This design comes from an exercise in tuning for small area on the open sky130 flow, not from production work. RTL that was checked went through simulation tests only; none was proved equivalent to the original. For run 5, only the layout was checked, not whether the RTL still works. Power figures rest on the tool's default switching activity, not on a simulated workload.

$ cat flow/design.v
`timescale 1ns / 1ps
module CLA (
    input [3:0] a,         
    input [3:0] b,         
    input ci,              
    output [3:0] sum,      
    output co              
);
    wire [3:0] p, g;
    wire [4:0] c;  
    assign c[0] = ci;
    assign g[0] = a[0] & b[0];
    assign g[1] = a[1] & b[1];
    assign g[2] = a[2] & b[2];
    assign g[3] = a[3] & b[3];
    assign p[0] = a[0] ^ b[0];
    assign p[1] = a[1] ^ b[1];
    assign p[2] = a[2] ^ b[2];
    assign p[3] = a[3] ^ b[3];
    assign c[1] = g[0] | (p[0] & c[0]);
    assign c[2] = g[1] | (p[1] & c[1]);
    assign c[3] = g[2] | (p[2] & c[2]);
    assign c[4] = g[3] | (p[3] & c[3]);
    assign sum[0] = p[0] ^ c[0];
    assign sum[1] = p[1] ^ c[1];
    assign sum[2] = p[2] ^ c[2];
    assign sum[3] = p[3] ^ c[3];
    assign co = c[4];
endmodule
`timescale 1ns / 1ps
module Subtraction(a, b, result);
input [3:0] a, b;
output [3:0] result;
wire [3:0] b_complement;
wire co;
assign b_complement = ~b + 1;
CLA minus(a, b_complement, 1'b0, result, co);
endmodule
`timescale 1ns / 1ps
module Combine_Multiplier(
input [3:0] a,
input [3:0] b,
output [7:0] p
);
wire [3:0] m0;
wire [4:0] m1;
wire [5:0] m2;
wire [6:0] m3;
wire [7:0] s1,s2,s3;
assign m0 = a & {4{b[0]}};
    assign m1 = (a & {4{b[1]}}) << 1;
    assign m2 = (a & {4{b[2]}}) << 2;
    assign m3 = (a & {4{b[3]}}) << 3;
    assign s1 = m1 + {4'b0000, m0};
    assign s2 = m2 + s1;
    assign s3 = m3 + s2;
    assign p = s3;
endmodule
`timescale 1ns / 1ps
module Division (
    input [3:0] a,          
    input [3:0] b,          
    output reg [3:0] quotient,  
    output reg [3:0] remainder  
);
    integer i;  
    always @(*) begin
        quotient = 4'b0000;
        remainder = 4'b0000;
        if (b == 0) begin
            quotient = 4'b1111;  
            remainder = 4'b0000;
        end else begin
            for (i = 3; i >= 0; i = i - 1) begin
                remainder = (remainder << 1) | a[i];
                if (remainder >= b) begin
                    remainder = remainder - b;  
                    quotient[i] = 1;            
                end
            end
        end
    end
endmodule
`timescale 1ns / 1ps
module operation(a, b, op, result);
input [3:0] a, b;
input [2:0] op;
output reg [7:0] result;
wire [3:0] add_out;
wire co;
wire [7:0] p;
wire [3:0] sub_out;
wire [3:0] div_out;
CLA add(a, b, 1'b0, add_out, co);
Subtraction sub(a, b, sub_out);
Combine_Multiplier multi(a, b, p);
Division div(a, b, div_out);
always @(*) begin
        case (op)
            3'b000: result <= {3'b0, co, add_out};  
            3'b001: result <= {4'b0, sub_out};   
            3'b010: result <= p;                 
            3'b011: result <= {4'b0, div_out};   
            3'b100: result <= a & b;         
            3'b101: result <= a | b;         
            3'b110: result <= a ^ b;         
            3'b111: result <= ~a;            
            default: result <= 8'b00000000;           
        endcase
    end
endmodule
`timescale 1ns / 1ps
module Bin2BCD_converter(   
    input           clk,
    input           reset,
    input           en,
    input   [11:0]  bin_d_in,
    output  [15:0]  bcd_d_out,
    output          rdy
    );
    parameter IDLE      = 3'b000;
    parameter SETUP     = 3'b001;
    parameter ADD      = 3'b010;
    parameter SHIFT     = 3'b011;
    parameter DONE     = 3'b100;
	reg [11:0]  bin_data;
	reg [27:0] bcd_data;
	reg [2:0] state;
	reg busy;
	reg [3:0]   sh_counter;
    reg [1:0]   add_counter;
    reg result_rdy;
    always @(posedge clk)
        begin
        if(reset)
            begin
            bcd_data    <= 0;
            state       <= IDLE;
            busy        <= 0;
            sh_counter  <= 0;
            add_counter <= 0;
            result_rdy  <= 0;
            end
        else
        begin
        if(en)
            begin
                if(~busy)
                    begin
                    bcd_data    <= {16'b0, bin_d_in};
                    state       <= SETUP;
                    end
            end
        case(state)
            IDLE:
                begin
                    result_rdy  <= 0;
                    busy        <= 0;
                end
            SETUP:
                begin
                busy        <= 1;
                state       <= ADD;
                end
            ADD:
                begin
                case(add_counter)
                0: begin
				if (bcd_data[15:12] > 4)
				    bcd_data[27:12] <= bcd_data[27:12] + 3;
				    add_counter <= add_counter +1;
				end
				1:begin
				if (bcd_data[19:16] > 4)
				    bcd_data[27:16] <= bcd_data[27:16] + 3;
				    add_counter <= add_counter +1;
				end
				2:begin
				 if((add_counter == 2) && (bcd_data[23:20] > 4))
                 begin
				    bcd_data[27:20] <= bcd_data[27:20] + 3;
				 end
				    add_counter <= add_counter +1;
				end
				3:begin
				 if((add_counter == 3) && (bcd_data[27:24] > 4))
                 begin
				    bcd_data[27:24] <= bcd_data[27:24] + 3;
				 end
				    add_counter <= 0;
				    state <= SHIFT;
				end
            endcase
				end 
            SHIFT:
                begin
                sh_counter  <= sh_counter + 1;
                bcd_data    <= bcd_data << 1;
                if(sh_counter == 11)
                    begin
                    sh_counter  <= 0;
                    state       <= DONE;
                    end
                else
                    begin
                    state   <= ADD;
                    end
                end
            DONE:
                begin
                    result_rdy <= 1;
                    state <= IDLE;
                end
            default:
                begin
                state <= IDLE;
                end
            endcase
        end
        end
        assign bcd_d_out = bcd_data[27:12];
        assign rdy = result_rdy;
endmodule
`timescale 1ns / 1ps
module ss_decode(clk, reset, bcd,seg);
    input clk;
    input reset;
    input [3:0] bcd;
    output reg[6:0] seg;
always @(posedge clk)
    if (reset)
        seg <= 7'b1000000;
    else
    begin
        case (bcd)  
            0 : seg <= 7'b1000000;
            1 : seg <= 7'b1111001;
            2 : seg <= 7'b0100100;
            3 : seg <= 7'b0110000;
            4 : seg <= 7'b0011001;
            5 : seg <= 7'b0010010;
            6 : seg <= 7'b0000010;
            7 : seg <= 7'b1111000;
            8 : seg <= 7'b0000000;
            9 : seg <= 7'b0010000;
            default : seg <= 7'b1111111; 
        endcase
        end 
endmodule
`timescale 1ns / 1ps
module multi_seg_drive(
    input clk,
    input reset,
    input [15:0] bcd_in,
    output [3:0] sseg_a_o,
    output [6:0] sseg_c_o);
parameter g_s = 5;
parameter gt = 4;
wire [6:0] sseg_o;
reg [3:0] anode;
reg [3:0] bcd_seg;
reg [g_s-1:0] g_count;
ss_decode ss_dec(clk, reset, bcd_seg,sseg_o);
always @(posedge clk)
    if (reset)
    begin
        g_count = 0;
        anode = 4'b0001;
        bcd_seg <= 4'b0000;
    end
    else
    begin
        g_count =g_count+1;
        if(g_count == 0)
            begin
            if(anode == 4'b0001)
                begin
                anode = 4'b1000;
                end   
            else 
                begin
                anode = anode >>1;
                end
             end
         if(&g_count[g_s-1:gt])
            begin
            case (anode)  
            4'b1000 : bcd_seg <= bcd_in[15:12];
            4'b0100 : bcd_seg <= bcd_in[11:8];
            4'b0010 : bcd_seg <= bcd_in[7:4];
            4'b0001 : bcd_seg <= bcd_in[3:0];
            default : bcd_seg <= 4'b1111; 
            endcase
         end 
         else 
            begin
            bcd_seg <= 4'b1111; 
            end 
          end
assign  sseg_a_o = ~anode;   
assign  sseg_c_o =  sseg_o;    
endmodule
`timescale 1ns / 1ps
module calculator(clk, reset, rst, a, b, op, seg, an);
input clk, reset, rst;
input [3:0] a, b;
input [2:0] op;
output [6:0] seg;
output [3:0] an;
wire [7:0] result;
wire [11:0] bin_d_in;
wire [15:0] bcd_d_out;
wire rdy;
assign bin_d_in = {4'b0, result};
operation ops(a, b, op, result);
Bin2BCD_converter Bin2BCD(clk, reset, rst, bin_d_in, bcd_d_out, rdy);
multi_seg_drive msd(clk, reset, bcd_d_out, an, seg);
endmodule
$ cat flow/run.sh
#!/bin/bash
# synth_recipe.tcl (not shown) runs the flow's synth.tcl, then flattens the netlist and writes it again
# the make line also repeats each setting of config.mk as NAME=value (left out here)
make -C /OpenROAD-flow-scripts/flow DESIGN_CONFIG=/design/flow/config.mk WORK_HOME=/design/flow/orfs CLKGATE_MAP_FILE= SYNTH_SCRIPT=/design/flow/synth_recipe.tcl finish
$ cat flow/config.mk
export PLATFORM = sky130hd
export DESIGN_NAME = calculator
export DESIGN_NICKNAME = calculator
export VERILOG_FILES = /design/flow/design.v
export SDC_FILE = /design/flow/constraint.sdc
export NUM_CORES = 4
export LEC_CHECK = 0
export CAP_MARGIN = 20
export CORE_MARGIN = 2
export CORE_UTILIZATION = 40
export SLEW_MARGIN = 20
$ cat flow/constraint.sdc
create_clock -name core_clock -period 6.0 [get_ports {clk}]
set_input_delay 1.2000 -clock core_clock [delete_from_list [all_inputs] [get_ports {clk}]]
set_output_delay 1.2000 -clock core_clock [all_outputs]
set_load 0.01 [all_outputs]
==> results of run 1 <==
[synth_stat cells, types with 11 or more instances]
master    number
nand2b_1      11
o21ai_0       42
ha_1          53
nor2_1        69
dfxtp_1       58
inv_1         46
nand2_1       63
clkbuf_1      29
xnor2_1       13
nor2b_1       15
fa_1          12
a21oi_1       69
a31oi_1       13
nand3_1       40
nor3_1        19
[power by group through the flow]
stage / registers [W] / clock network, W / logic, W
after floorplan: 0.000417 / 0 / 0.000173
after global placement: 0.000421 / 0 / 0.000249
after detailed placement: 0.000421 / 0 / 0.000256
after global routing: 0.000415 / 0.000635 / 0.000300
after CTS: 0.000413 / 0.000618 / 0.000258
final: 0.000413 / 0.000610 / 0.000267
[layout make-up]
| cell class | count | area, um^2 |
|---|---|---|
| clock inverters | 7 | 125 |
| flip-flops and latches | 58 | 1160 |
| inverters | 47 | 176 |
| clock buffers | 9 | 225 |
| well taps | 176 | 220 |
| repair buffers | 48 | 415 |
| fillers | 1330 | 7000 |
| multi-input cells | 577 | 4030 |
[state kept, by name, indices dropped and copies added, names as in the netlist]
signal / count
Bin2BCD.busy: 1
msd.anode: 4
msd.bcd_seg: 4
Bin2BCD.sh_counter: 4
Bin2BCD.add_counter: 2
Bin2BCD.bcd_data: 28
Bin2BCD.state: 3
msd.g_count: 5
msd.ss_dec.seg: 7
[what timing repair did]
action | 4_1_cts | 5_1_grt
pin swaps | 0 | 3
resized for setup | 1 | 11
gates cloned | 0 | 0
setup endpoints to repair | 1 | 1
[routing by layer]
metal | track usage | up-vias | share of wire
met4 | 0.0639 | 0 | 0.016
met5 | 0 | - | 0
met2 | 0.347 | 173 | 0.47
met3 | 0.0291 | 29 | 0.051
li1 | - | 2662 | -
met1 | 0.295 | 2597 | 0.47
[critical path: stages]
cell and delay [ps]:
clkdlybuf4s50_1 490, inv_1 90, ha_4 270, nor2b_4 140, o21ai_2 80, nor2_1 150
a21oi_2 60, buf_4 140, fa_1 390, a21bo_2 200, a21o_1 120, a21oi_2 60
buf_4 150, a21oi_4 140, buf_4 130, fa_1 170, a21bo_2 220, a21o_1 180
a21oi_2 170, mux2i_1 240, ha_1 260, a21boi_0 120, o21ai_1 120, nand2b_1 70
a221oi_2 210, o211ai_1 90, nor4b_1 150
[through the flow]
stage                     cells  hold slack [ps]  TNS, ps  area, um^2  setup slack, ps
final                       922              448        0        6350              355
after CTS                   922              450        0        6300             51.8
after global routing        922              481        0        6350             19.5
after floorplan             727              432        0        5510             88.5
after global placement      906              442     -147        5950             -147
after detailed placement    906              447     -368        5950             -368
[worst max-delay path by stage]
stage	start	endpoint	slack [ps]	depth (start not counted)
finish	a[3]	Bin2BCD.bcd_data[0]	360	27
global route	a[3]	Bin2BCD.bcd_data[0]	20	28
CTS	a[3]	Bin2BCD.bcd_data[0]	50	26
detailed placement	a[3]	Bin2BCD.bcd_data[0]	-370	26
global placement	a[3]	Bin2BCD.bcd_data[0]	-150	26
floorplan	a[3]	Bin2BCD.bcd_data[0]	90	26
[kinds of logic (layout without fill, tap and decap cells)]
kind of cell / count (synthesis) / in the layout / synth area share
AO/OA/AOI/OAI: 222 / 222 / 0.273
XOR/XNOR: 21 / 21 / 0.0359
adder cells (fa/ha/maj): 65 / 65 / 0.164
buffers and inverters: 92 / 111 / 0.0675
flip-flops: 58 / 58 / 0.211
multiplexers: 13 / 13 / 0.0261
AND/OR/NAND/NOR: 256 / 256 / 0.222
==> impl_metrics.tcl, run 1 <==
set metrics [dict create \
    status "finished clean" \
    drc_errors 0 \
    clock_skew_ps 9.27 \
    p_switching_w 0.000361 \
    grt_usage 0.214 \
    grt_max_degree 61 \
    cts-root-buf "clkbuf_16" \
    dp_hpwl_um 10800 \
    rsz0062_at_grt "no" \
    syn_inst 727 \
    leakage_nw 2.43 \
    cp-start-kind "input pin" \
    final_cell_mix "nor2_1 (69), a21oi_1 (65), nand2_1 (63)" \
    htreeDepth 3 \
    synth_area_um2 5510 \
    power.internal_w 0.000929 \
    whs_endpoint "Bin2BCD.bcd_data[4]" \
    finalNetCount 820 \
    worst-path-max-fanout 4 \
    cts_tree "yes" \
    final_core_util 0.476 \
    p_seq_frac 0.320 \
    place_congestion 0.899 \
    reg2reg_to "Bin2BCD.bcd_data[24]" \
    synth_warnings 5 \
    fp.dieW_um 121 \
    slew_viol_final 0 \
    clock-sinks 58 \
    grt_pass1_vias 5246 \
    io_buffers 24 \
    whs_path_depth 2 \
    via_per_inst 5.92 \
    syn_avg_cell_area_um2 7.57 \
    dr_total_vias 5461 \
    slew_headroom 0.278 \
    die_area_um2 14700 \
    rr_worst_depth 7 \
    synth_fp_nets 806 \
    synth-seq-cells 58 \
    wl_per_cell_um 16.5 \
    power_density_nw_per_um2 203 \
    row_count 42 \
    regToRegStartpoint "Bin2BCD.bcd_data[12]" \
    layout_commonest_cell "nor2_1" \
    ys.flop_type "dfxtp_1" \
    numCtsBuffers 9 \
    coreArea_um2 13300 \
    fmax_mhz 177 \
    cts-hold-fix-buffers 0 \
    max_cap_violations 0 \
    drive_gt1_frac 0.0992 \
    overflow 0 \
    firstDrtPassIters 6 \
    worst_ep_arrival_time_ps 5830 \
    clkPwrFrac 0.473 \
    swShare 0.280 \
    drt_wl_total_um 15200 \
    r2r_slack_ps 3150 \
    comb_power_share 0.207 \
    setup-violations-final 0 \
    period_share 0.941 \
    synth_top_cell_by_area "dfxtp_1" \
    crit_required_ps 6180 \
    synthToLayoutAreaGrowth_pct 15.3 \
    cts.clk_slew.worst_paths_ps 60 \
    critical_path.endpoint_type "flip-flop" \
    hold_viol 0 \
    peakVddDrop_uv 142 \
    cts.path.max_buffers 2 \
    synth_edf_count 0 \
    synthTopCellsByArea "dfxtp_1 (21%), ha_1 (12%), a21oi_1 (6.3%), nor2_1 (4.7%), fa_1 (4.4%)" \
    ios 25 \
    worstMarginPinSlew_ps 1080 \
    ys_types 77 \
    antenna_left 0 \
    synth_top_area_share 0.211 \
    hp-start "Bin2BCD.bcd_data[3]" \
    first_iter_violations 595 \
    diodes 0 \
    critPathKind "input pin to flip-flop" \
    ys_seq_area_frac 0.211 \
    clock_latency_ps 330 \
    power.total_w 0.00129 \
    antenna_found_initial 0 \
    postSynth.asyncResetShare 0 \
    postCtsSetupBuffers 0 \
    grt_pass1_wl_um 25700 \
    hold_class "flip-flop to flip-flop" \
    period_needed_ps 5640 \
    die_h_um 121 \
    start_util 0.412 \
]
==> run 2: changes to the inputs <==
==> flow/design.v (replaced) <==
`timescale 1ns / 1ps
module calculator(clk, reset, rst, a, b, op, seg, an);
input clk, reset, rst;
input [3:0] a, b;
input [2:0] op;
output [6:0] seg;
output [3:0] an;
reg [7:0] res;
reg [3:0] quo;
reg [4:0] rem;
integer i;
always @* begin
    rem = 5'd0;
    for (i = 3; i >= 0; i = i - 1) begin
        rem = {rem[3:0], a[i]};
        quo[i] = (rem >= {1'b0, b});
        if (quo[i]) rem = rem - {1'b0, b};
    end
    case (op)
        3'd0: res = a + b;
        3'd1: res = {4'b0, a - b};
        3'd2: res = a * b;
        3'd3: res = {4'b0, quo};
        3'd4: res = {4'b0, a & b};
        3'd5: res = {4'b0, a | b};
        3'd6: res = {4'b0, a ^ b};
        default: res = {4'b1111, ~a};
    endcase
end
reg [5:0] t;
reg [7:0] rr;
reg [3:0] ones, tens;
reg [1:0] hund;
wire free = (t == 6'd0) | (t == 6'd63);
wire load = rst & free;
reg sh, a0, a1, bi;
integer k;
always @* begin
    sh = 1'b0; a0 = 1'b0; a1 = 1'b0; bi = 1'b0;
    for (k = 0; k < 8; k = k + 1) begin
        if (t == 25 + 5 * k) begin sh = 1'b1; bi = rr[7 - k]; end
        if (k < 7 && t == 26 + 5 * k) a0 = 1'b1;
        if (k < 7 && t == 27 + 5 * k) a1 = 1'b1;
    end
end
always @(posedge clk) begin
    if (reset)
        t <= 6'd63;
    else if (rst | (t != 6'd63))
        t <= t + 6'd1;
    if (load)
        rr <= res;
    if (reset | load)
        {hund, tens, ones} <= 10'd0;
    else if (sh)
        {hund, tens, ones} <= {hund[0], tens, ones, bi};
    else if (a0 & (ones > 4'd4))
        ones <= ones + 4'd3;
    else if (a1 & (tens > 4'd4))
        tens <= tens + 4'd3;
end
reg [6:0] cnt;
reg [3:0] dig, dig2;
always @(posedge clk) begin
    if (reset) begin
        cnt  <= 7'd0;
        dig  <= 4'd0;
        dig2 <= 4'd0;
    end else begin
        cnt  <= cnt + 7'd1;
        dig2 <= dig;
        if (cnt[4:0] >= 5'd15 && cnt[4:0] != 5'd31)
            case (cnt[6:5])
                2'd0: dig <= ones;
                2'd1: dig <= 4'd0;
                2'd2: dig <= {2'b00, hund};
                default: dig <= tens;
            endcase
        else
            dig <= 4'd15;
    end
end
assign an = {cnt[6:5] != 2'd1, cnt[6:5] != 2'd2, cnt[6:5] != 2'd3, cnt[6:5] != 2'd0};
reg [6:0] pat;
always @* begin
    case (dig2)
        4'd0: pat = 7'b1000000;
        4'd1: pat = 7'b1111001;
        4'd2: pat = 7'b0100100;
        4'd3: pat = 7'b0110000;
        4'd4: pat = 7'b0011001;
        4'd5: pat = 7'b0010010;
        4'd6: pat = 7'b0000010;
        4'd7: pat = 7'b1111000;
        4'd8: pat = 7'b0000000;
        4'd9: pat = 7'b0010000;
        default: pat = 7'b1111111;
    endcase
end
assign seg = pat;
endmodule
--- a/flow/config.mk
+++ b/flow/config.mk
@@ -5,7 +5,8 @@
 export SDC_FILE = /design/flow/constraint.sdc
 export NUM_CORES = 4
 export LEC_CHECK = 0
+export ABC_AREA = 1
 export CAP_MARGIN = 20
 export CORE_MARGIN = 2
-export CORE_UTILIZATION = 40
+export CORE_UTILIZATION = 60
 export SLEW_MARGIN = 20
==> run 2 against run 1 <==
Against the previous run:
- still clean on timing, DRC and antenna
- area after synthesis down 32%
- setup slack better by 140 ps
- register-to-register slack better by 700 ps
- cell count down 32%
- largest cell class unchanged
- highest routed layer unchanged
==> impl_metrics.tcl, run 2 <==
set metrics [dict create \
    fin_setup_tns_ps 0 \
    period_share 0.918 \
    wl_per_cell_um 12.8 \
    largest_register_ffs 8 \
    synth_area_um2 3750 \
    drc_errors 0 \
    critical_path.endpoint_type "flip-flop" \
    slew_headroom 0.592 \
    synth_edf_count 8 \
    worstMarginPinSlew_ps 611 \
    hold_class "flip-flop to flip-flop" \
    m1WireLength_um 3530 \
    cts-root-buf "clkbuf_8" \
    first_iter_violations 145 \
    cp.buffers_inverters 7 \
    synth-seq-cells 42 \
    slowest_delay_ps 470 \
    synthAdderAreaFrac 0.220 \
    grt_pass1_wl_um 13600 \
    synth_most_common_cell "nand2_1" \
    overflow 0 \
    final_core_util 0.709 \
    crit_required_ps 6050 \
    status "finished clean" \
    antenna_left 0 \
    power.total_w 0.00119 \
    synthSimpleGateAreaFrac 0.246 \
    place_ws_ps -179 \
    synth_top_cell_by_area "dfxtp_1" \
    synth_warnings 1 \
    swShare 0.436 \
    cts_tree "yes" \
    leakage_nw 2.06 \
    synth_top_family_by_area "simple AND/OR/NAND/NOR gates" \
    synth_top_area_share 0.182 \
    setup.worst_path.start "a[3]" \
    wl_met2_um 4160 \
    syn_avg_cell_area_um2 7.25 \
    max_cap_violations 0 \
    power_density_nw_per_um2 280 \
    grt_max_degree 19 \
    row_count 28 \
    critPathKind "input pin to flip-flop" \
    crit_family "simple AND/OR/NAND/NOR gates" \
    synthXorXnorAreaFrac 0.0257 \
    syn_inst 517 \
    postSynth.asyncResetShare 0 \
    synth.area.mux_share 0 \
    clock-sinks 42 \
    rsz0062_at_grt "no" \
    r2r_slack_ps 3850 \
    grt_usage 0.235 \
    drt_wl_total_um 8050 \
    hold_viol 0 \
    synth_commonest_cells "nand2_1 (101), inv_1 (89), ha_1 (53)" \
    largest_register "rr" \
    p_seq_frac 0.330 \
    coreArea_um2 5990 \
    period_needed_ps 5510 \
    hp-start "cnt[0]" \
    hold_slack_ps 450 \
    dp_hpwl_um 6610 \
    synthTopCellsByArea "dfxtp_1 (18%), ha_1 (18%), nand2_1 (10%), inv_1 (8.9%), edfxtp_1 (6.4%)" \
    dr.max_layer_used "met4" \
    synthToLayoutAreaGrowth_pct 13.3 \
    drive_gt1_frac 0.101 \
    crit_path_top_delay_cell "clkdlybuf4s50_1" \
    slew_viol_final 0 \
    path_common_cell "nand2_1" \
    setup-violations-final 0 \
    place_congestion 0.909 \
    final_cell_mix "nand2_1 (101), inv_1 (89), ha_1 (53)" \
    die_h_um 83.1 \
    fmax_mhz 182 \
    clock_latency_ps 300 \
    firstDrtPassIters 5 \
    peakVddDrop_uv 230 \
    clkPwrFrac 0.187 \
    ys.flop_type "dfxtp_1" \
    regToRegStartpoint "t[0]" \
    met3_length_um 241 \
    cts-hold-fix-buffers 0 \
    cp-start-kind "input pin" \
    ys_types 53 \
    power.internal_w 0.000672 \
    htreeDepth 2 \
    ios 25 \
    synth_fp_nets 592 \
    grt_pass1_vias 3243 \
    io_buffers 24 \
    finalNetCount 627 \
    cts.clk_slew.worst_paths_ps 80 \
    antenna_found_initial 0 \
    fp.dieW_um 83.1 \
    numCtsBuffers 5 \
    p_switching_w 0.000518 \
    diodes 0 \
    synth_compound_area_frac 0.156 \
    dr_total_vias 3437 \
    ys_seq_area_frac 0.246 \
    start_util 0.626 \
    clock_skew_ps 6.53 \
    die_area_um2 6900 \
    worst-path-max-fanout 7 \
    worst_ep_arrival_time_ps 5560 \
    layout_commonest_cell "nand2_1" \
    comb_power_share 0.482 \
    cts.path.max_buffers 2 \
    setup_ws_ps 494 \
    via_per_inst 5.47 \
]
[run 2: changes by cell type in the layout (fill, tap and decap cells not counted), sizes merged, moves of 8 or more]
cell / previous run / this run
nand3: 40 / 20
nor2b: 15 / 0
mux2i: 8 / 0
xnor2: 13 / 3
a21oi: 69 / 28
buf: 25 / 6
nand2b: 11 / 0
a31oi: 13 / 4
dfxtp: 58 / 34
nand2: 65 / 108
inv: 48 / 102
nor2: 69 / 44
edfxtp: 0 / 8
[run 2: path summary, 6_finish.rpt]
check                           endpoint  cells after the start
worst min register to register    cnt[0]                      1
worst max register to register   tens[2]                     10
worst min-delay path              cnt[0]                      1
worst max-delay path               rr[0]                     36
[run 2: area by class of cell]
class	instances	area [um^2]
sequential	42	921
fill	520	1740
multi-input combinational	371	2450
inverter	102	385
clock buffer	5	68.8
tap	75	93.8
timing repair buffer	30	285
clock inverter	3	40.0
[run 2: routing by layer]
metal,global-route usage,up-vias
met5,0,-
li1,-,1761
met1,0.261,1594
met3,0.0328,12
met2,0.450,70
met4,0.0835,0
[run 2: logic make-up after synthesis]
kind of cell / count (synthesis)
compound gates: 94
xor+xnor: 11
fa+ha+maj: 61
buf+inv: 104
flops: 42
simple gates: 205
[run 2: what timing repair did]
action,in CTS,in global routing
setup buffers,0,1
resized for setup,0,8
setup endpoints to repair,0,1
[run 2: power by group through the flow]
| stage | logic (W) | registers, W | clock network [W] |
|---|---|---|---|
| detailed placement | 0.000561 | 0.000399 | 0 |
| finish | 0.000574 | 0.000393 | 0.000223 |
| global placement | 0.000545 | 0.000397 | 0 |
| CTS | 0.000563 | 0.000392 | 0.000225 |
| floorplan | 0.000440 | 0.000389 | 0 |
| global route | 0.000650 | 0.000400 | 0.000239 |
[run 2: through the flow]
step,cell area [um^2],cells
3_5_place_dp,4110,619
4_1_cts,4220,627
6_report,4250,628
5_1_grt,4250,628
2_1_floorplan,3750,517
3_3_place_gp,4110,619
==> run 3: changes to the inputs <==
==> flow/design.v (replaced) <==
`timescale 1ns / 1ps
module calculator(clk, reset, rst, a, b, op, seg, an);
input clk, reset, rst;
input [3:0] a, b;
input [2:0] op;
output [6:0] seg;
output [3:0] an;
reg [2:0] p;
reg [3:0] r;
wire idle  = (p == 3'd7);
wire setup = (p == 3'd4) & (r == 4'd15);
wire load  = rst & (idle | setup);
wire sh    = (p == 3'd4);
wire a0    = (p == 3'd0);
wire a1    = (p == 3'd1);
wire step  = sh & (r[3:2] == 2'b00);         
wire oshf  = sh & (r[3] ^ r[2]);             
wire last  = (r == 4'd11);
always @(posedge clk) begin
    if (reset) begin
        p <= 3'd7;
        r <= 4'd11;
    end else if (idle) begin
        if (rst) begin
            p <= 3'd4;
            r <= 4'd15;
        end
    end else if (sh & ~last) begin
        p <= 3'd0;
        r <= r + 4'd1;
    end else
        p <= p + 3'd1;
end
reg [3:0] A, P, Q;
reg mmul, mmsk;    
reg mdiv;
wire [4:0] msum = {1'b0, P} + {1'b0, A & {4{Q[0]}}};
wire [4:0] dx   = {P, Q[3]};
wire [5:0] ddif = {1'b0, dx} - {2'b00, A};
wire dge  = ~ddif[5];
always @(posedge clk) begin
    if (load) begin
        mmul <= (op == 3'd0) | (op == 3'd1) | (op == 3'd2);
        mdiv <= (op == 3'd3);
        mmsk <= (op == 3'd1) | (op == 3'd3);
        case (op)
            3'd0: begin A <= a;     Q <= 4'd1;  P <= b;     end
            3'd1: begin A <= 4'd15; Q <= b;     P <= a;     end
            3'd2: begin A <= a;     Q <= b;     P <= 4'd0;  end
            3'd3: begin A <= b;     Q <= a;     P <= 4'd0;  end
            3'd4: begin A <= a;     Q <= a & b; P <= 4'd0;  end
            3'd5: begin A <= a;     Q <= a | b; P <= 4'd0;  end
            3'd6: begin A <= a;     Q <= a ^ b; P <= 4'd0;  end
            default: begin A <= a;  Q <= ~a;    P <= 4'd15; end
        endcase
    end else if (step & mmul) begin
        {P, Q} <= {msum, Q[3:1]};
    end else if (step & mdiv) begin
        P <= dge ? ddif[3:0] : dx[3:0];
        Q <= {Q[2:0], dge};
    end else if (oshf) begin
        {P, Q} <= {P[2:0], Q, 1'b0};
    end
end
wire bi = P[3] & ~(mmsk & ~r[3]) & oshf;
reg [3:0] ones, tens;
reg [1:0] hund;
function [3:0] adj(input [3:0] o);
    adj = (o > 4'd4) ? o + 4'd3 : o;
endfunction
always @(posedge clk) begin
    if (reset | load)
        {hund, tens, ones} <= 10'd0;
    else if (sh)
        {hund, tens, ones} <= {hund[0], tens, ones, bi};
    else if (a0)
        ones <= adj(ones);
    else if (a1)
        tens <= adj(tens);
end
reg [6:0] cnt;
reg [3:0] dig, dig2;
wire show = (cnt[4] | (cnt[3:0] == 4'd15)) & (cnt[4:0] != 5'd31);
always @(posedge clk) begin
    if (reset) begin
        cnt  <= 7'd0;
        dig  <= 4'd0;
        dig2 <= 4'd0;
    end else begin
        cnt  <= cnt + 7'd1;
        dig2 <= dig;
        if (show)
            case (cnt[6:5])
                2'd0: dig <= ones;
                2'd1: dig <= 4'd0;
                2'd2: dig <= {2'b00, hund};
                default: dig <= tens;
            endcase
        else
            dig <= 4'd15;
    end
end
assign an = {cnt[6:5] != 2'd1, cnt[6:5] != 2'd2, cnt[6:5] != 2'd3, cnt[6:5] != 2'd0};
wire [3:0] x = dig2;
wire blank = x[3] & (x[2] | x[1]);
assign seg[0] = (x == 4'd1) | (x == 4'd4) | blank;
assign seg[1] = (x == 4'd5) | (x == 4'd6) | blank;
assign seg[2] = (x == 4'd2) | blank;
assign seg[3] = (x == 4'd1) | (x == 4'd4) | (x == 4'd7) | blank;
assign seg[4] = (x == 4'd1) | (x == 4'd3) | (x == 4'd4) | (x == 4'd5) | (x == 4'd7) | (x == 4'd9) | blank;
assign seg[5] = (x == 4'd1) | (x == 4'd2) | (x == 4'd3) | (x == 4'd7) | blank;
assign seg[6] = (x == 4'd0) | (x == 4'd1) | (x == 4'd7) | blank;
endmodule
==> run 3 against run 2 <==
Against the previous run:
- still clean
- die area decreased by 16%
- maximum frequency increased by 88%
- non-clock buffer count decreased by 6
- power decreased by 2.2%
- utilization decreased by 1.3 points
- count of clock-buffer cells in the layout increased by 2
- clock skew increased by 0.70 ps
- sequential share of layout area increased by 9.4 points
- final area decreased by 17%
- area after synthesis decreased by 17%
- critical path type is now flip-flop to output port
- largest cell class unchanged
- largest power group unchanged
==> impl_metrics.tcl, run 3 <==
set metrics [dict create \
    leakage_nw 1.66 \
    synth_area_um2 3110 \
    cts-root-buf "clkbuf_8" \
    placedCellCount 520 \
    fp.dieW_um 75.9 \
    slowest_delay_ps 530 \
    via_per_inst 5.25 \
    postSynth.asyncResetShare 0 \
    largest_register_ffs 7 \
    worst-path-max-fanout 5 \
    cts.clk_slew.worst_paths_ps 90 \
    clock_skew_ps 7.23 \
    start_util 0.616 \
    stdcell_count 528 \
    ys_types 36 \
    synth_top_area_share 0.206 \
    synthToLayoutAreaGrowth_pct 13.1 \
    period_needed_ps 2930 \
    ys_seq_area_frac 0.351 \
    worstMarginPinSlew_ps 668 \
    grt_max_degree 18 \
    cts_resized 0 \
    synth_edf_count 15 \
    coreArea_um2 5040 \
    grt_pass1_vias 2533 \
    first_iter_violations 147 \
    hold_viol 0 \
    cts_tree "yes" \
    critPathKind "flip-flop to output port" \
    io_buffers 24 \
    clock-sinks 47 \
    synth_fp_nets 476 \
    syn_avg_cell_area_um2 7.17 \
    final_core_util 0.697 \
    peakVddDrop_uv 167 \
    critical_path.endpoint_type "output port" \
    synth_commonest_cells "inv_1 (79), nand2_1 (79), nor2_1 (48)" \
    swShare 0.390 \
    crit_required_ps 4800 \
    comb_power_share 0.410 \
    cts.path.max_buffers 2 \
    diodes 0 \
    finalNetCount 500 \
    drive_gt1_frac 0.0349 \
    period_share 0.489 \
    setup-violations-final 0 \
    wl_per_cell_um 11.9 \
    die_area_um2 5770 \
    hold_class "flip-flop to flip-flop" \
    clock_latency_ps 290 \
    cts-hold-fix-buffers 0 \
    firstDrtPassIters 5 \
    synth_top_cell_by_area "dfxtp_1" \
    drc_errors 0 \
    htreeDepth 2 \
    largest_register "cnt" \
    final_cell_mix "inv_1 (79), nand2_1 (79), nor2_1 (48)" \
    p_switching_w 0.000453 \
    dr_total_vias 2774 \
    drt_wl_total_um 6270 \
    synth_warnings 1 \
    fmax_mhz 341 \
    fin_setup_tns_ps 0 \
    overflow 0 \
    power_density_nw_per_um2 331 \
    p_seq_frac 0.396 \
    status "finished clean" \
    worst_ep_arrival_time_ps 1730 \
    place_congestion 0.873 \
    clkPwrFrac 0.194 \
    crit_path_top_delay_cell "clkdlybuf4s50_1" \
    grt_pass1_wl_um 11000 \
    slew_headroom 0.553 \
    power.internal_w 0.000710 \
    row_count 26 \
    ios 25 \
    rsz0062_at_grt "no" \
    ys.flop_type "dfxtp_1" \
    antenna_found_initial 0 \
    cp-start-kind "flip-flop" \
    slew_viol_final 0 \
    path_cells "nor2_1, nor3_1, a21oi_1, nand3_1, clkdlybuf4s50_1" \
    synth-seq-cells 47 \
    synthTopCellsByArea "dfxtp_1 (21%), edfxtp_1 (15%), ha_1 (11%), inv_1 (9.5%), nand2_1 (9.5%)" \
    dp_hpwl_um 4850 \
    grt_usage 0.228 \
    max_cap_violations 0 \
    postCtsSetupBuffers 0 \
    die_h_um 75.9 \
    numCtsBuffers 5 \
    antenna_left 0 \
    syn_inst 433 \
]
[run 3: cell count changes in the layout (fill, tap and decap cells not counted), sizes merged, moves of 8 or more]
cell | before | now
nand2 | 108 | 81
ha | 53 | 27
inv | 102 | 82
nand3 | 20 | 33
nor3 | 15 | 6
o21ai | 35 | 27
[run 3: path summary, 6_finish.rpt]
kind	from	cells after the start	endpoint	slack [ps]
setup reg to reg	p[0]	8	Q[1]	3470
hold reg to reg	dig[3]	2	dig2[3]	410
hold / removal	dig[3]	2	dig2[3]	410
setup / recovery	dig2[1]	5	seg[3]	3070
[run 3: final cells by class]
cell class	instances	area (um^2)
Clock buffer	7	108
Clock inverter	1	8.76
Fill cell	447	1530
Inverter	81	304
Multi-Input combinational cell	298	1670
Sequential cell	47	1090
Tap cell	70	87.6
Timing Repair Buffer	24	240
[run 3: kinds of logic after synthesis]
group | share of synthesized area
simple gates | 0.244
buf+inv | 0.110
compound gates | 0.159
flops | 0.351
fa+ha+maj | 0.122
xor+xnor | 0.0141
[run 3: power groups by stage]
stage	Sequential (W)	Clock (W)	Combinational [W]
2_1_floorplan	0.000449	0	0.000370
3_3_place_gp	0.000466	0	0.000456
3_5_place_dp	0.000467	0	0.000469
4_1_cts	0.000460	0.000231	0.000476
5_1_grt	0.000468	0.000243	0.000548
6_report	0.000460	0.000226	0.000477
[run 3: worst max-delay path: cells and delay by family, from the launching register on]
kind            cells  cell delay [ps]
buf+inv             1              530
compound gates      1               80
simple gates        3              430
flops               1              390
[run 3: through the flow]
step / area (um^2) / setup WS [ps] / power, W / hold WS (ps)
6_report: 3510 / 3070 / 0.00116 / 408
5_1_grt: 3510 / 2910 / 0.00126 / 420
4_1_cts: 3510 / 3050 / 0.00117 / 409
3_5_place_dp: 3400 / 3180 / 0.000936 / 396
3_3_place_gp: 3400 / 3200 / 0.000923 / 398
2_1_floorplan: 3110 / 3840 / 0.000819 / 388
[run 3: per-layer routing]
layer  wire, um  up-vias  GRT usage
met2       2740       70      0.363
met3        276        2     0.0298
met5          0        -          0
met1       3230     1236      0.333
li1           -     1466          -
met4         28        0     0.0491
==> run 4: changes to the inputs <==
==> flow/flow/run.sh (new file) <==
#!/bin/bash
# Own layout flow: the standard synthesis, then its combinational logic
# re-mapped by ABC (flip-flops untouched, equivalence proven with Yosys
# before the new netlist is used), then the standard layout steps with
# sky130_fd_sc_hd__buf_1 as the port buffers.
set -uo pipefail
HERE=$(pwd)
R=$HERE/orfs/results/sky130hd/calculator/base
LIB=/OpenROAD-flow-scripts/flow/platforms/sky130hd/lib/sky130_fd_sc_hd__tt_025C_1v80.lib

bash standard.sh synth > log_synth.log 2>&1 || { echo "standard synthesis failed"; exit 1; }

mkdir -p remap
cp "$R/1_2_yosys.v" remap/in.v
cp flow/remap.ys flow/eq.ys remap/
# ABC script: area-oriented mapping
echo 'abc -script +strash;&get,-n;&st;&deepsyn,-T,30;&dch;&nf,-R,1000;&put -liberty '"$LIB"' -dont_use *probe* -dont_use *lpflow*' > remap/abc.ys
# blackbox every sequential or tie cell the netlist uses
grep -o 'sky130_fd_sc_hd__[a-z0-9_]*' remap/in.v | sort -u | grep -E '__(df|edf|sdf|sedf|dl|conb)' | sed 's/^/blackbox /' > remap/bb.ys
(cd remap && yosys -q -l ../log_remap.log remap.ys) > /dev/null 2>&1
ok=$?
if [ $ok -eq 0 ]; then
  (cd remap && yosys -l ../log_equiv.log eq.ys) > /dev/null 2>&1
  ok=$?
fi
if [ $ok -eq 0 ]; then
  echo "using the re-mapped netlist"
  cp remap/out.v "$R/1_2_yosys.v"
  rm -f "$R/1_synth.odb" "$R/1_synth.sdc"
else
  echo "re-mapping not used"
fi

bash standard.sh "BUFFER_PORTS_ARGS=-buffer_cell sky130_fd_sc_hd__buf_1" finish > log_finish.log 2>&1 || { echo "layout failed"; exit 1; }
==> flow/flow/eq.ys (new file) <==
read_liberty -ignore_miss_func /OpenROAD-flow-scripts/flow/platforms/sky130hd/lib/sky130_fd_sc_hd__tt_025C_1v80.lib
read_verilog in.v
rename calculator gold
read_verilog out.v
rename calculator gate
hierarchy -check
rename -hide gold/w:_* gold/c:_* gate/w:_* gate/c:_*
flatten gold gate
opt_clean
equiv_make gold gate eq
hierarchy -top eq
equiv_simple -seq 2
equiv_induct
equiv_status -assert
==> flow/flow/remap.ys (new file) <==
# Re-map the combinational logic of the standard synthesis netlist (in.v)
# with a stronger ABC script. The flip-flops (listed in bb.ys as blackboxes)
# and their instance names are kept exactly as the standard synthesis made them.
read_liberty -ignore_miss_func /OpenROAD-flow-scripts/flow/platforms/sky130hd/lib/sky130_fd_sc_hd__tt_025C_1v80.lib
script bb.ys
read_verilog in.v
hierarchy -top calculator
flatten
opt -purge
script abc.ys
opt_clean -purge
hilomap -singleton -hicell sky130_fd_sc_hd__conb_1 HI -locell sky130_fd_sc_hd__conb_1 LO
insbuf -buf sky130_fd_sc_hd__buf_1 A X
check -assert
tee -o stat.txt stat -liberty /OpenROAD-flow-scripts/flow/platforms/sky130hd/lib/sky130_fd_sc_hd__tt_025C_1v80.lib
write_verilog -noattr -noexpr -nohex -nodec out.v
==> flow/standard.sh (new file) <==
#!/bin/bash
# synth_recipe.tcl (not shown) runs the flow's synth.tcl, then flattens the netlist and writes it again
# the make line also repeats each setting of config.mk as NAME=value (left out here)
make -C /OpenROAD-flow-scripts/flow DESIGN_CONFIG=/design/flow/config.mk WORK_HOME=/design/flow/orfs CLKGATE_MAP_FILE= SYNTH_SCRIPT=/design/flow/synth_recipe.tcl "${@:-finish}"
removed: flow/run.sh
==> run 4 against run 3 <==
Against the previous run:
- register-to-register slack improved by 80 ps
- final area fell by 4.3%
- sequential power barely moved
- clock power rose by 4%
- clock skew rose by 5.4 ps
- synthesized cell count did not move
- hold slack improved by 6.6 ps
==> impl_metrics.tcl, run 4 <==
set metrics [dict create \
    htreeDepth 2 \
    wl_per_cell_um 12.1 \
    syn_avg_cell_area_um2 7.17 \
    clock_skew_ps 12.7 \
    start_util 0.616 \
    grt_max_degree 18 \
    clock-sinks 47 \
    first_iter_violations 156 \
    largest_register "cnt" \
    fmax_mhz 377 \
    nFillCells 488 \
    multiInputGateArea_um2 1670 \
    crit_required_ps 4800 \
    antenna_left 0 \
    reg2reg_to "Q[3]" \
    status "finished clean" \
    firstDrtPassIters 5 \
    period_share 0.442 \
    io_buffers 24 \
    regToRegStartpoint "p[0]" \
    register_area_um2 1090 \
    antenna_found_initial 0 \
    synthToLayoutAreaGrowth_pct 8.18 \
    dr_total_vias 2782 \
    overflow 0 \
    cts_resized 0 \
    synthTopCellsByArea "dfxtp_1 (21%), edfxtp_1 (15%), ha_1 (11%), inv_1 (9.5%), nand2_1 (9.5%)" \
    clock_latency_ps 300 \
    dp_hpwl_um 5000 \
    ys.flop_type "dfxtp_1" \
    postCtsSetupBuffers 0 \
    synth_warnings 1 \
    crit_path_top_delay_cell "dfxtp_1" \
    postSynth.asyncResetShare 0 \
    hold_class "flip-flop to flip-flop" \
    fin_setup_tns_ps 0 \
    leakage_nw 1.59 \
    power_density_nw_per_um2 347 \
    numCtsBuffers 5 \
    hold_slack_ps 414 \
    drt_wl_total_um 6400 \
    die_area_um2 5770 \
    critical_path.endpoint_type "output port" \
    hold_viol 0 \
    hp-start "dig[3]" \
    cts.path.max_buffers 2 \
    slowest_delay_ps 360 \
    ys_types 36 \
    finalNetCount 500 \
    ios 25 \
    worst_ep_arrival_time_ps 1450 \
    diodes 0 \
    ys_seq_area_frac 0.351 \
    syn_inst 433 \
    r2r_slack_ps 3550 \
    synth_top_cell_by_area "dfxtp_1" \
    setup-violations-final 0 \
    die_h_um 75.9 \
    met3_length_um 255 \
    whs_endpoint "dig2[3]" \
    slew_viol_final 0 \
    coreArea_um2 5040 \
    dr.max_layer_used "met4" \
    synth_top_area_share 0.206 \
    via_per_inst 5.27 \
    wl_met2_um 2820 \
    drive_gt1_frac 0.0349 \
    peakVddDrop_uv 162 \
    worst-path-max-fanout 5 \
    worstMarginPinSlew_ps 799 \
    synth_fp_nets 476 \
    slew_headroom 0.468 \
    synth_commonest_cells "inv_1 (79), nand2_1 (79), nor2_1 (48)" \
    period_needed_ps 2650 \
    cts_tree "yes" \
    grt_pass1_vias 2434 \
    cp-start-kind "flip-flop" \
    grt_pass1_wl_um 11100 \
    m1WireLength_um 3290 \
    rsz0062_at_grt "no" \
    synth_area_um2 3110 \
    whs_path_depth 2 \
    rr_worst_depth 8 \
    cts.clk_slew.worst_paths_ps 90 \
    synth_edf_count 15 \
    final_cell_mix "inv_1 (79), nand2_1 (79), nor2_1 (48)" \
    max_cap_violations 0 \
    path_cells "nor2_1, nor3_1, a21oi_1, nand3_1, buf_1" \
    critPathKind "flip-flop to output port" \
    largest_register_ffs 7 \
    grt_usage 0.233 \
    place_congestion 0.895 \
    cts-hold-fix-buffers 0 \
    synth-seq-cells 47 \
    fp.dieW_um 75.9 \
    cp.buffers_inverters 1 \
    drc_errors 0 \
    crit_family "simple AND/OR/NAND/NOR gates" \
    row_count 26 \
    cts-root-buf "clkbuf_8" \
]
run 4: layer usage:
| metal | vias up | GRT usage |
|---|---|---|
| met3 | 2 | 0.0405 |
| met4 | 0 | 0.0764 |
| met1 | 1247 | 0.342 |
| met2 | 68 | 0.349 |
| met5 | - | 0 |
| li1 | 1465 | - |
run 4: how the worst max path moves through the flow:
stage	startpoint	to	slack, ps	cells after the start
after global placement	reset	cnt[5]	3570	4
after global routing	dig2[1]	seg[3]	3150	5
after floorplan	a[1]	Q[1]	3840	8
after detailed placement	a[0]	Q[0]	3520	9
after CTS	dig2[1]	seg[3]	3350	5
final	dig2[1]	seg[3]	3350	5
run 4: cell type report:
class	instances	share of cell area
clock buffers	5	0.0205
repair buffers	24	0.0268
flip-flops and latches	47	0.325
clock inverters	3	0.0134
inverters	81	0.0905
multi-input cells	298	0.498
well taps	70	0.0261
run 4: power by group:
part | internal (W) | switching, W | total (W) | leakage, nW
Combinational | 0.000170 | 0.000298 | 0.000468 | 1.13
Clock | 0.000126 | 0.000110 | 0.000236 | 0.0591
Sequential | 0.000410 | 0.0000519 | 0.000461 | 0.404
run 4: worst register-to-register path: stages, from the launching register on:
cell     delay, ps
dfxtp_1        370
inv_1           80
ha_1           240
nand2_2        250
inv_2          160
nand3_1        340
inv_1          220
nor2_1         140
nand3_1        290
run 4: through the flow:
stage	total power [W]	util	worst slack [ps]	cell area [um^2]	cells
after detailed placement	0.000931	0.644	3520	3250	520
final	0.00117	0.666	3350	3360	528
after floorplan	0.000819	-	3840	3110	433
after CTS	0.00117	0.666	3350	3360	528
after global routing	0.00127	0.666	3150	3360	528
after global placement	0.000918	0.644	3570	3250	520
run 4: cells by family after synthesis:
kind of cell,count (synthesis),synth area share
and+or+nand+nor,178,0.244
AOI/OAI and AO/OA,86,0.159
buffers and inverters,88,0.110
adders and majority gates,29,0.122
xor gates and xnor gates,5,0.0141
DFF,47,0.351
==> run 5: changes to the inputs <==
--- a/flow/design.v
+++ b/flow/design.v
@@ -32,34 +32,31 @@
         p <= p + 3'd1;
 end
 reg [3:0] A, P, Q;
-reg mmul, mmsk;    
-reg mdiv;
+reg [1:0] m;       
+wire mmul = m[0];
+wire mdiv = m[1] & ~m[0];
+wire mmsk = m[1];
 wire [4:0] msum = {1'b0, P} + {1'b0, A & {4{Q[0]}}};
 wire [4:0] dx   = {P, Q[3]};
 wire [5:0] ddif = {1'b0, dx} - {2'b00, A};
-wire dge  = ~ddif[5];
+wire dge  = ~ddif[5] & mdiv & step;    
 always @(posedge clk) begin
     if (load) begin
-        mmul <= (op == 3'd0) | (op == 3'd1) | (op == 3'd2);
-        mdiv <= (op == 3'd3);
-        mmsk <= (op == 3'd1) | (op == 3'd3);
         case (op)
-            3'd0: begin A <= a;     Q <= 4'd1;  P <= b;     end
-            3'd1: begin A <= 4'd15; Q <= b;     P <= a;     end
-            3'd2: begin A <= a;     Q <= b;     P <= 4'd0;  end
-            3'd3: begin A <= b;     Q <= a;     P <= 4'd0;  end
-            3'd4: begin A <= a;     Q <= a & b; P <= 4'd0;  end
-            3'd5: begin A <= a;     Q <= a | b; P <= 4'd0;  end
-            3'd6: begin A <= a;     Q <= a ^ b; P <= 4'd0;  end
-            default: begin A <= a;  Q <= ~a;    P <= 4'd15; end
+            3'd0: begin A <= a;     Q <= 4'd1;  P <= b;     m <= 2'b01; end
+            3'd1: begin A <= 4'd15; Q <= b;     P <= a;     m <= 2'b11; end
+            3'd2: begin A <= a;     Q <= b;     P <= 4'd0;  m <= 2'b01; end
+            3'd3: begin A <= b;     Q <= a;     P <= 4'd0;  m <= 2'b10; end
+            3'd4: begin A <= a;     Q <= a & b; P <= 4'd0;  m <= 2'b00; end
+            3'd5: begin A <= a;     Q <= a | b; P <= 4'd0;  m <= 2'b00; end
+            3'd6: begin A <= a;     Q <= a ^ b; P <= 4'd0;  m <= 2'b00; end
+            default: begin A <= a;  Q <= ~a;    P <= 4'd15; m <= 2'b00; end
         endcase
     end else if (step & mmul) begin
         {P, Q} <= {msum, Q[3:1]};
-    end else if (step & mdiv) begin
+    end else if ((step & mdiv) | oshf) begin
         P <= dge ? ddif[3:0] : dx[3:0];
         Q <= {Q[2:0], dge};
-    end else if (oshf) begin
-        {P, Q} <= {P[2:0], Q, 1'b0};
     end
 end
 wire bi = P[3] & ~(mmsk & ~r[3]) & oshf;
--- a/flow/flow/run.sh
+++ b/flow/flow/run.sh
@@ -12,7 +12,7 @@
 
 mkdir -p remap
 cp "$R/1_2_yosys.v" remap/in.v
-cp flow/remap.ys flow/eq.ys remap/
+cp flow/remap.ys flow/eq.ys flow/chk.ys remap/
 # ABC script: area-oriented mapping
 echo 'abc -script +strash;&get,-n;&st;&deepsyn,-T,30;&dch;&nf,-R,1000;&put -liberty '"$LIB"' -dont_use *probe* -dont_use *lpflow*' > remap/abc.ys
 # blackbox every sequential or tie cell the netlist uses
@@ -20,7 +20,7 @@
 (cd remap && yosys -q -l ../log_remap.log remap.ys) > /dev/null 2>&1
 ok=$?
 if [ $ok -eq 0 ]; then
-  (cd remap && yosys -l ../log_equiv.log eq.ys) > /dev/null 2>&1
+  (cd remap && yosys -l ../log_check.log chk.ys && yosys -l ../log_equiv.log eq.ys) > /dev/null 2>&1
   ok=$?
 fi
 if [ $ok -eq 0 ]; then
==> flow/flow/chk.ys (new file) <==
read_liberty -lib /OpenROAD-flow-scripts/flow/platforms/sky130hd/lib/sky130_fd_sc_hd__tt_025C_1v80.lib
read_verilog out.v
hierarchy -check -top calculator
check -assert
--- a/flow/flow/remap.ys
+++ b/flow/flow/remap.ys
@@ -11,6 +11,5 @@
 opt_clean -purge
 hilomap -singleton -hicell sky130_fd_sc_hd__conb_1 HI -locell sky130_fd_sc_hd__conb_1 LO
 insbuf -buf sky130_fd_sc_hd__buf_1 A X
-check -assert
 tee -o stat.txt stat -liberty /OpenROAD-flow-scripts/flow/platforms/sky130hd/lib/sky130_fd_sc_hd__tt_025C_1v80.lib
 write_verilog -noattr -noexpr -nohex -nodec out.v
--- a/flow/config.mk
+++ b/flow/config.mk
@@ -9,4 +9,7 @@
 export CAP_MARGIN = 20
 export CORE_MARGIN = 2
 export CORE_UTILIZATION = 60
+export CTS_BUF_LIST = sky130_fd_sc_hd__clkbuf_8
+export CTS_CLUSTER_DIAMETER = 100
+export CTS_CLUSTER_SIZE = 25
 export SLEW_MARGIN = 20
==> run 5 against run 4 <==
Against the previous run:
- die area shrank 21%
- hold slack gained 26 ps
- global-route usage grew 0.76 points
- utilization grew 1.3 points
- setup slack lost 270 ps
- combinational power shrank 76%
- synthesized cell count shrank 34%
- power shrank 43%
- cell count shrank 30%
- sequential share of layout area grew 7.2 points
- area after synthesis shrank 22%
- critical path type is now flip-flop to flip-flop
==> impl_metrics.tcl, run 5 <==
set metrics [dict create \
    clock_latency_ps 300 \
    worst-path-max-fanout 10 \
    wl_per_cell_um 13.8 \
    die_area_um2 4560 \
    postCtsSetupBuffers 0 \
    fin_area_um2 2680 \
    hold_viol 0 \
    critPathKind "flip-flop to flip-flop" \
    use_met1 0.373 \
    overflow 0 \
    grt.busiest_layer "met1" \
    htreeDepth 2 \
    fmax_mhz 342 \
    status "finished clean" \
    use_met3 0.0467 \
    dr_total_vias 2174 \
    grt_pass1_vias 1783 \
    use_met2 0.339 \
    cts_resized 0 \
    syn_avg_cell_area_um2 8.49 \
    stdcell_count 369 \
    die_h_um 67.5 \
    grt_usage 0.240 \
    antenna_found_initial 0 \
    syn_inst 285 \
    hold_class "flip-flop to flip-flop" \
    crit_required_ps 6050 \
    critical_path.endpoint_type "flip-flop" \
    cp-start-kind "flip-flop" \
    worstMarginPinSlew_ps 652 \
    cts-root-buf "clkbuf_8" \
    synth_warnings 1 \
    period_share 0.487 \
    whs_path_depth 1 \
    layout_commonest_cell "a21oi_1" \
    io_buffers 24 \
    rr_worst_depth 9 \
    fp.dieW_um 67.5 \
    finalNetCount 332 \
    slew_headroom 0.565 \
    drc_errors 0 \
    clock_skew_ps 3.19 \
    numCtsBuffers 5 \
    firstDrtPassIters 5 \
    setup-violations-final 0 \
    slew_viol_final 0 \
    final_cell_mix "a21oi_1 (35), dfxtp_1 (32), nor2_1 (30)" \
    synth_fp_nets 299 \
    synthToLayoutAreaGrowth_pct 10.6 \
    worst_ep_arrival_time_ps 2970 \
    cts.path.max_buffers 2 \
    clock-sinks 46 \
    power_density_nw_per_um2 250 \
    cts.clk_slew.worst_paths_ps 90 \
    cts_tree "yes" \
    diodes 0 \
    row_count 23 \
    synth_area_um2 2420 \
    placedCellCount 361 \
    drt_wl_total_um 5100 \
    period_needed_ps 2920 \
    cts-hold-fix-buffers 0 \
    largest_register "cnt" \
    max_cap_violations 0 \
    via_per_inst 5.89 \
    placed_cell_area_um2 2590 \
    grt_max_degree 23 \
    coreArea_um2 3940 \
    largest_register_ffs 7 \
    place_congestion 0.791 \
    ios 25 \
    drive_gt1_frac 0.0313 \
    fin_setup_tns_ps 0 \
    start_util 0.614 \
    dp_hpwl_um 3790 \
    peakVddDrop_uv 175 \
    rsz0062_at_grt "no" \
    leakage_nw 0.920 \
    first_iter_violations 141 \
    antenna_left 0 \
    grt_pass1_wl_um 8230 \
]
-- run 5: cell count changes in the layout (fill, tap and decap cells not counted), moves of 7 or more --
cell / previous run / this run
inv_1: 79 / 0
nand2_1: 79 / 27
ha_1: 27 / 0
nand3_1: 33 / 10
nor2_1: 48 / 30
clkinv_1: 0 / 11
nor2b_1: 0 / 9
o21ai_0: 24 / 16
nand2b_1: 0 / 7
-- run 5: area by class of cell --
type                       count  area [um^2]
fill                         330         1270
clock inverter                 3         20.0
multi-input combinational    228         1320
tap                           50         62.6
timing repair buffer          26          105
sequential                    46         1060
clock buffer                   5         68.8
inverter                      11         41.3
-- run 5: where the power goes --
group	total, W	leakage [nW]	internal (W)	switching [W]
clock	0.000192	0.0484	0.0000823	0.000109
combinational	0.000113	0.476	0.0000438	0.0000690
sequential	0.000364	0.396	0.000344	0.0000193
total	0.000668	0.920	0.000470	0.000198
-- run 5: critical path, cell delays in order, from the launching register on --
cell	delay (ps)
dfxtp_1	380
nor2_1	390
and2_0	500
and3_1	290
nand2_1	100
o21a_1	300
clkinv_1	220
nand2_1	180
a21oi_1	220
a221oi_1	80
-- run 5: through the flow --
| step | setup WS, ps | hold WS (ps) | power, W | utilization |
|---|---|---|---|---|
| floorplan | 3430 | 414 | 0.000445 | - |
| global placement | 3020 | 419 | 0.000480 | 0.656 |
| detailed placement | 2950 | 420 | 0.000482 | 0.656 |
| CTS | 3090 | 441 | 0.000669 | 0.679 |
| global route | 2880 | 459 | 0.000702 | 0.679 |
| finish | 3080 | 440 | 0.000668 | 0.679 |
-- run 5: final timing paths --
check | start | endpoint | slack (ps)
worst max-delay path | p[0] | P[0] | 3080
worst min-delay path | dig[2] | dig2[2] | 440
worst max register to register | p[0] | P[0] | 3080
worst min register to register | dig[2] | dig2[2] | 440
-- run 5: layer usage --
layer  wire, um  vias up
met5          0        -
met4         56        0
met3        272        7
met2       2130       56
met1       2640      980
li1           -     1131
==> run 6: changes to the inputs <==
--- a/flow/design.v
+++ b/flow/design.v
@@ -31,7 +31,11 @@
     end else
         p <= p + 3'd1;
 end
-reg [3:0] A, P, Q;
+reg [3:0] P, Q;
+reg [3:0] ones, tens;
+reg [1:0] hund;
+wire [3:0] A = tens;
+wire dval = r[3] ^ r[2];                  
 reg [1:0] m;       
 wire mmul = m[0];
 wire mdiv = m[1] & ~m[0];
@@ -43,14 +47,14 @@
 always @(posedge clk) begin
     if (load) begin
         case (op)
-            3'd0: begin A <= a;     Q <= 4'd1;  P <= b;     m <= 2'b01; end
-            3'd1: begin A <= 4'd15; Q <= b;     P <= a;     m <= 2'b11; end
-            3'd2: begin A <= a;     Q <= b;     P <= 4'd0;  m <= 2'b01; end
-            3'd3: begin A <= b;     Q <= a;     P <= 4'd0;  m <= 2'b10; end
-            3'd4: begin A <= a;     Q <= a & b; P <= 4'd0;  m <= 2'b00; end
-            3'd5: begin A <= a;     Q <= a | b; P <= 4'd0;  m <= 2'b00; end
-            3'd6: begin A <= a;     Q <= a ^ b; P <= 4'd0;  m <= 2'b00; end
-            default: begin A <= a;  Q <= ~a;    P <= 4'd15; m <= 2'b00; end
+            3'd0: begin Q <= 4'd1;  P <= b;     m <= 2'b01; end
+            3'd1: begin Q <= b;     P <= a;     m <= 2'b11; end
+            3'd2: begin Q <= b;     P <= 4'd0;  m <= 2'b01; end
+            3'd3: begin Q <= a;     P <= 4'd0;  m <= 2'b10; end
+            3'd4: begin Q <= a & b; P <= 4'd0;  m <= 2'b00; end
+            3'd5: begin Q <= a | b; P <= 4'd0;  m <= 2'b00; end
+            3'd6: begin Q <= a ^ b; P <= 4'd0;  m <= 2'b00; end
+            default: begin Q <= ~a; P <= 4'd15; m <= 2'b00; end
         endcase
     end else if (step & mmul) begin
         {P, Q} <= {msum, Q[3:1]};
@@ -59,20 +63,23 @@
         Q <= {Q[2:0], dge};
     end
 end
-wire bi = P[3] & ~(mmsk & ~r[3]) & oshf;
-reg [3:0] ones, tens;
-reg [1:0] hund;
+wire bi = P[3] & ~(mmsk & ~r[3]);
 function [3:0] adj(input [3:0] o);
     adj = (o > 4'd4) ? o + 4'd3 : o;
 endfunction
 always @(posedge clk) begin
-    if (reset | load)
+    if (reset) begin
         {hund, tens, ones} <= 10'd0;
-    else if (sh)
+    end else if (load) begin
+        {hund, ones} <= 6'd0;
+        tens <= (op == 3'd3) ? b : (op == 3'd1) ? 4'd15 : a;
+    end else if (step & (r[1:0] == 2'd3))
+        tens <= 4'd0;
+    else if (oshf)
         {hund, tens, ones} <= {hund[0], tens, ones, bi};
     else if (a0)
         ones <= adj(ones);
-    else if (a1)
+    else if (a1 & dval)
         tens <= adj(tens);
 end
 reg [6:0] cnt;
@@ -91,7 +98,7 @@
                 2'd0: dig <= ones;
                 2'd1: dig <= 4'd0;
                 2'd2: dig <= {2'b00, hund};
-                default: dig <= tens;
+                default: dig <= dval ? tens : 4'd0;
             endcase
         else
             dig <= 4'd15;
--- a/flow/flow/run.sh
+++ b/flow/flow/run.sh
@@ -31,4 +31,4 @@
   echo "re-mapping not used"
 fi
 
-bash standard.sh "BUFFER_PORTS_ARGS=-buffer_cell sky130_fd_sc_hd__buf_1" finish > log_finish.log 2>&1 || { echo "layout failed"; exit 1; }
+bash standard.sh "BUFFER_PORTS_ARGS=-buffer_cell sky130_fd_sc_hd__buf_1" "CTS_ARGS=-sink_clustering_enable -repair_clock_nets -buf_list sky130_fd_sc_hd__clkbuf_8 -dont_use_dummy_load" finish > log_finish.log 2>&1 || { echo "layout failed"; exit 1; }
--- a/flow/config.mk
+++ b/flow/config.mk
@@ -9,7 +9,4 @@
 export CAP_MARGIN = 20
 export CORE_MARGIN = 2
 export CORE_UTILIZATION = 60
-export CTS_BUF_LIST = sky130_fd_sc_hd__clkbuf_8
-export CTS_CLUSTER_DIAMETER = 100
-export CTS_CLUSTER_SIZE = 25
 export SLEW_MARGIN = 20
==> run 6 against run 5 <==
Against the previous run:
- still clean
- non-clock buffer count unchanged
- setup slack got worse by 23 ps
- utilization increased by 0.88 points
- first-iteration DRC count increased by 30%
- flip-flop and latch count is 4 lower
- clock skew up 6.4 ps
- global-route usage grew 3.8 points
- highest routed layer unchanged
==> impl_metrics.tcl, run 6 <==
set metrics [dict create \
    fmax_mhz 340 \
    worst-path-max-fanout 11 \
    peakVddDrop_uv 112 \
    clock_skew_ps 9.57 \
    period_needed_ps 2940 \
    hold_class "flip-flop to flip-flop" \
    antenna_left 0 \
    p_switching_w 0.000194 \
    clock_latency_ps 300 \
    htreeDepth 2 \
    antenna_found_initial 0 \
    place_congestion 0.918 \
    p_seq_frac 0.545 \
    die_area_um2 4350 \
    setup-violations-final 0 \
    drc_errors 0 \
    grt_pass1_vias 2023 \
    synthToLayoutAreaGrowth_pct 10.2 \
    ios 25 \
    finalNetCount 330 \
    worstMarginPinSlew_ps 564 \
    diodes 0 \
    syn_avg_cell_area_um2 8.14 \
    fin_area_um2 2540 \
    comb_power_share 0.194 \
    fin_setup_tns_ps 0 \
    worst_ep_arrival_time_ps 3050 \
    die_h_um 65.9 \
    rr_worst_depth 11 \
    critPathKind "flip-flop to flip-flop" \
    slew_headroom 0.624 \
    fp.dieW_um 65.9 \
    crit_required_ps 6100 \
    numCtsBuffers 5 \
    cts-hold-fix-buffers 0 \
    postCtsSetupBuffers 0 \
    dp_hpwl_um 4120 \
    cts-root-buf "clkbuf_8" \
    io_buffers 24 \
    stdcell_count 362 \
    placedCellCount 357 \
    largest_register_ffs 7 \
    coreArea_um2 3690 \
    status "finished clean" \
    dr_total_vias 2299 \
    syn_inst 283 \
    synth_area_um2 2300 \
    row_count 22 \
    final_cell_mix "dfxtp_1 (32), nor2_1 (30), a21oi_1 (29)" \
    max_cap_violations 0 \
    drt_wl_total_um 5550 \
    slew_viol_final 0 \
    start_util 0.624 \
    clkPwrFrac 0.261 \
    via_per_inst 6.35 \
    power.internal_w 0.000438 \
    overflow 0 \
    swShare 0.307 \
    leakage_nw 0.906 \
    power_density_nw_per_um2 249 \
    cts_tree "yes" \
    layout_commonest_cell "dfxtp_1" \
    grt_max_degree 27 \
    period_share 0.490 \
    clock-sinks 42 \
    firstDrtPassIters 5 \
    synth_fp_nets 297 \
    hold_viol 0 \
    cts.path.max_buffers 2 \
    cts_resized 0 \
    first_iter_violations 184 \
    cts.clk_slew.worst_paths_ps 70 \
    hold_slack_ps 443 \
    largest_register "cnt" \
    placed_cell_area_um2 2470 \
    grt_pass1_wl_um 9260 \
    wl_per_cell_um 15.3 \
    whs_path_depth 1 \
    drive_gt1_frac 0.0223 \
    critical_path.endpoint_type "flip-flop" \
    cp-start-kind "flip-flop" \
    synth_warnings 1 \
    rsz0062_at_grt "no" \
    grt_usage 0.279 \
]
run 6: path summary, 6_finish.rpt:
path | startpoint | end | slack [ps]
hold / removal | dig[1] | dig2[1] | 440
setup / recovery | p[2] | Q[1] | 3060
setup reg to reg | p[2] | Q[1] | 3060
hold reg to reg | dig[1] | dig2[1] | 440
run 6: final cells by class:
type | count | area [um^2]
Inverter | 7 | 26.3
Multi-Input combinational cell | 234 | 1340
Fill cell | 319 | 1150
Sequential cell | 42 | 941
Timing Repair Buffer | 26 | 105
Tap cell | 48 | 60.1
Clock buffer | 5 | 68.8
run 6: power groups by stage:
stage | clock, W | combinational [W] | sequential (W)
2_1_floorplan | 0 | 0.0000870 | 0.000340
3_3_place_gp | 0 | 0.000117 | 0.000349
3_5_place_dp | 0 | 0.000120 | 0.000350
4_1_cts | 0.000166 | 0.000121 | 0.000343
5_1_grt | 0.000178 | 0.000137 | 0.000348
6_report | 0.000165 | 0.000123 | 0.000344
run 6: routing by layer:
| metal | wire length, um | vias up | global-route usage |
|---|---|---|---|
| met5 | 0 | - | 0 |
| met4 | 97 | 0 | 0.0867 |
| met3 | 412 | 12 | 0.0630 |
| met2 | 2600 | 101 | 0.455 |
| met1 | 2440 | 1057 | 0.368 |
| li1 | - | 1129 | - |
run 6: through the flow:
step                power, W   util  worst slack [ps]
finish              0.000632  0.688              3060
global route        0.000662  0.688              2740
CTS                 0.000630  0.688              3030
detailed placement  0.000470  0.669              2910
global placement    0.000466  0.669              3010
floorplan           0.000427      -              2960
run 6: worst max-delay path: stages (launching register included):
cell	delay (ps)
dfxtp_1	440
clkinv_1	110
nor3_1	470
and3_1	320
and3_1	190
o21ai_0	80
buf_4	180
clkinv_1	150
nor2_1	150
a22oi_1	210
o21ai_0	140
o41ai_1	310

[what the ideal ports hide]
The flow's constraints put no driver on any port. The routed layouts listed below were extracted and timed again, unchanged, in two steps.
Step 1 assumes that a clkbuf_16 drives the clock port and a buf_2 every other input.
Step 2 adds t to the input delays and takes it off the output delays; t is the mean of the earliest and latest rising clock arrival at the registers after step 1. Input paths then give back, and output paths get back, about the clock's delay inside the block.
a / b / c = ideal / step 1 / step 2; a / b = the first two.
run | shift t [ns] | slack for setup (ns) | worst data-port slew with drivers (ns)
run 1 | 0.366 | 0.355 / 0.361 / -0.005 | 0.04
run 2 | 0.325 | 0.494 / 0.499 / 0.175 | 0.03
run 3 | 0.317 | 3.067 / 3.037 / 3.175 | 0.03
run 4 | 0.324 | 3.350 / 3.321 / 3.525 | 0.03
run 5 | 0.326 | 3.080 / 3.080 / 2.942 | 0.03
run 6 | 0.320 | 3.057 / 3.057 / 2.902 | 0.03
Met with ideal ports but missed after step 2: setup timing in run 1. For run 1, which loses most, drivers alone change the setup slack by +0.006 ns; drivers and shift together by -0.360 ns.
